This design comes from an exercise in tuning for small area and a short achievable clock period on the open sky130 flow, not from production work. The RTL was checked by simulation tests, not by an equivalence proof against the original design. Power and IR drop assume default switching activity.

// vedicmult_16bit
module vedicmult_16bit(input [15:0] a, b,
input clk, reset,
output reg [31:0] out);
==> flow/config.mk <==
export PLATFORM = sky130hd
export DESIGN_NAME = vedicmult_16bit
export DESIGN_NICKNAME = vedicmult_16bit
export VERILOG_FILES = /design/flow/design.v
export SDC_FILE = /design/flow/constraint.sdc
export NUM_CORES = 4
export LEC_CHECK = 0
export CAP_MARGIN = 20
export CORE_MARGIN = 2
export CORE_UTILIZATION = 40
export CTS_BUF_LIST = sky130_fd_sc_hd__clkbuf_8 sky130_fd_sc_hd__clkbuf_16
export CTS_CLUSTER_DIAMETER = 200
export CTS_CLUSTER_SIZE = 32
export SLEW_MARGIN = 20
export SYNTH_HIERARCHICAL = 1
export SYNTH_MINIMUM_KEEP_SIZE = 0
==> flow/constraint.sdc <==
create_clock -name core_clock -period 17.0 [get_ports {clk}]
set_input_delay 3.4000 -clock core_clock [delete_from_list [all_inputs] [get_ports {clk}]]
set_output_delay 3.4000 -clock core_clock [all_outputs]
set_load 0.01 [all_outputs]
standard.sh (not shown) runs the stock make flow with config.mk's settings and CLKGATE_MAP_FILE= SYNTH_SCRIPT=/design/flow/synth_recipe.tcl, a recipe that flattens the netlist after the stock synthesis.
==> flow/flow/run.sh <==
#!/bin/bash
# Own layout flow: the standard ORFS flow (standard.sh), with the input and
# output port buffers made of plain buf_2 cells (the default picks a delay cell);
# the output buffers are then cut down to buf_1 before detailed placement.
set -euo pipefail
export BUFFER_PORTS_ARGS="-buffer_cell sky130_fd_sc_hd__buf_2"
export PRE_FLOORPLAN_TCL="$PWD/flow/pre_floorplan.tcl"
export PRE_DETAIL_PLACE_TCL="$PWD/flow/pre_detail_place.tcl"
bash standard.sh > standard.log 2>&1
==> flow/flow/pre_detail_place.tcl <==
# Output ports drive only the 10 fF pin load and have ample slack: their port
# buffers can be the smallest buffer.
set n 0
foreach inst [[ord::get_db_block] getInsts] {
  set m [[$inst getMaster] getName]
  set name [$inst getName]
  if { $m eq "sky130_fd_sc_hd__buf_2" && [string match "output*" $name] } {
    replace_cell [get_cells $name] sky130_fd_sc_hd__buf_1
    incr n
  }
}
puts "pre_detail_place: resized $n output buffers"
==> flow/flow/pre_floorplan.tcl <==
# Synthesis (abc) maps each Booth selector to an a22oi_2; the _1 cell is the
# same function in less area and easily drives the single gate it feeds.
set swaps {sky130_fd_sc_hd__a22oi_2 sky130_fd_sc_hd__a22oi_1}
set n 0
foreach inst [[ord::get_db_block] getInsts] {
  set m [[$inst getMaster] getName]
  if { [dict exists $swaps $m] } {
    replace_cell [get_cells [$inst getName]] [dict get $swaps $m]
    incr n
  }
}
puts "pre_floorplan: resized $n cells"
Then changed:
==> flow/flow/run.sh (replaced) <==
#!/bin/bash
# Own layout flow: the standard ORFS flow (standard.sh), with the input and
# output port buffers made of plain buf_2 cells (the default picks a delay cell).
set -euo pipefail
export BUFFER_PORTS_ARGS="-buffer_cell sky130_fd_sc_hd__buf_2"
export PRE_FLOORPLAN_TCL="$PWD/flow/pre_floorplan.tcl"
export SETUP_SLACK_MARGIN=9
bash standard.sh > standard.log 2>&1
- CTS_BUF_LIST: sky130_fd_sc_hd__clkbuf_8 sky130_fd_sc_hd__clkbuf_16 -> sky130_fd_sc_hd__clkbuf_4 sky130_fd_sc_hd__clkbuf_8
- CTS_CLUSTER_DIAMETER: 200 -> not set
- CTS_CLUSTER_SIZE: 32 -> not set
removed: flow/flow/pre_detail_place.tcl
Outcome:
- The new run went through all stages and came out clean
- sequential power barely changes
- global-route usage falls by 0.52 points
- cell area increases by 6.3%
- synthesized cell count is unchanged
- sequential share of layout area falls by 0.49 points
- power rises by 11%
Then changed:
==> flow/flow/run.sh (replaced) <==
#!/bin/bash
# Own layout flow: the standard ORFS flow (standard.sh), with the input and
# output port buffers made of plain buf_2 cells (the default picks a delay cell);
# the output buffers are then cut down to buf_1 before detailed placement.
set -euo pipefail
export BUFFER_PORTS_ARGS="-buffer_cell sky130_fd_sc_hd__buf_2"
export PRE_FLOORPLAN_TCL="$PWD/flow/pre_floorplan.tcl"
export PRE_DETAIL_PLACE_TCL="$PWD/flow/pre_detail_place.tcl"
bash standard.sh > standard.log 2>&1
==> flow/flow/pre_detail_place.tcl (new file) <==
# Output ports drive only the 10 fF pin load and have ample slack: their port
# buffers can be the smallest buffer.
set n 0
foreach inst [[ord::get_db_block] getInsts] {
  set m [[$inst getMaster] getName]
  set name [$inst getName]
  if { $m eq "sky130_fd_sc_hd__buf_2" && [string match "output*" $name] } {
    replace_cell [get_cells $name] sky130_fd_sc_hd__buf_1
    incr n
  }
}
puts "pre_detail_place: resized $n output buffers"
Outcome: Die area does not change; wire length is higher by 0.55%; design area is lower by 6.6%; maximum frequency is lower by 6.1%; combinational power is lower by 13%; via count is lower by 1.1%; synthesized area does not change; setup slack loses 510 ps; final cell count is lower by 0.80%.
Then changed:
==> flow/flow/run.sh (replaced) <==
#!/bin/bash
# Own layout flow: the standard ORFS flow (standard.sh), with the input and
# output port buffers made of plain buf_2 cells (the default picks a delay cell).
set -euo pipefail
export BUFFER_PORTS_ARGS="-buffer_cell sky130_fd_sc_hd__buf_2"
export PRE_FLOORPLAN_TCL="$PWD/flow/pre_floorplan.tcl"
bash standard.sh > standard.log 2>&1
- SLEW_MARGIN: 20 -> 70
removed: flow/flow/pre_detail_place.tcl
What happened: Sequential share of layout area stays flat. Area after synthesis is unchanged. Sequential cell count stays the same.

re-timing with driven ports:
How much do the figures lean on ideal ports? The routed layouts below were timed once more, with nothing changed but the port constraints.
Step 1, drivers: a clkbuf_16 drives clk and a buf_2 each remaining input, both assumed.
Step 2 moves the port delays by t, midway between the first and last clock arrival at a register: inputs arrive t later, outputs are due t later. That takes back most of the time a late clock gives input paths.
Slacks: ideal ports / drivers / drivers and shift; pairs: ideal ports / drivers.
run | t (ns) | setup WS [ns] | clock arrival spread, ns
the first run | 0.319 | 8.620 / 8.636 / 8.317 | 0.007 / 0.008
the second run | 0.303 | 9.139 / 9.125 / 8.822 | 0.005 / 0.005
the third run | 0.325 | 8.628 / 8.641 / 8.317 | 0.009 / 0.009
the fourth run | 0.324 | 8.611 / 8.602 / 8.279 | 0.006 / 0.005
After both steps every run listed still meets setup and hold. The setup slack of the fourth run, which loses most, moves by -0.009 ns with the drivers and by -0.332 ns with both steps.
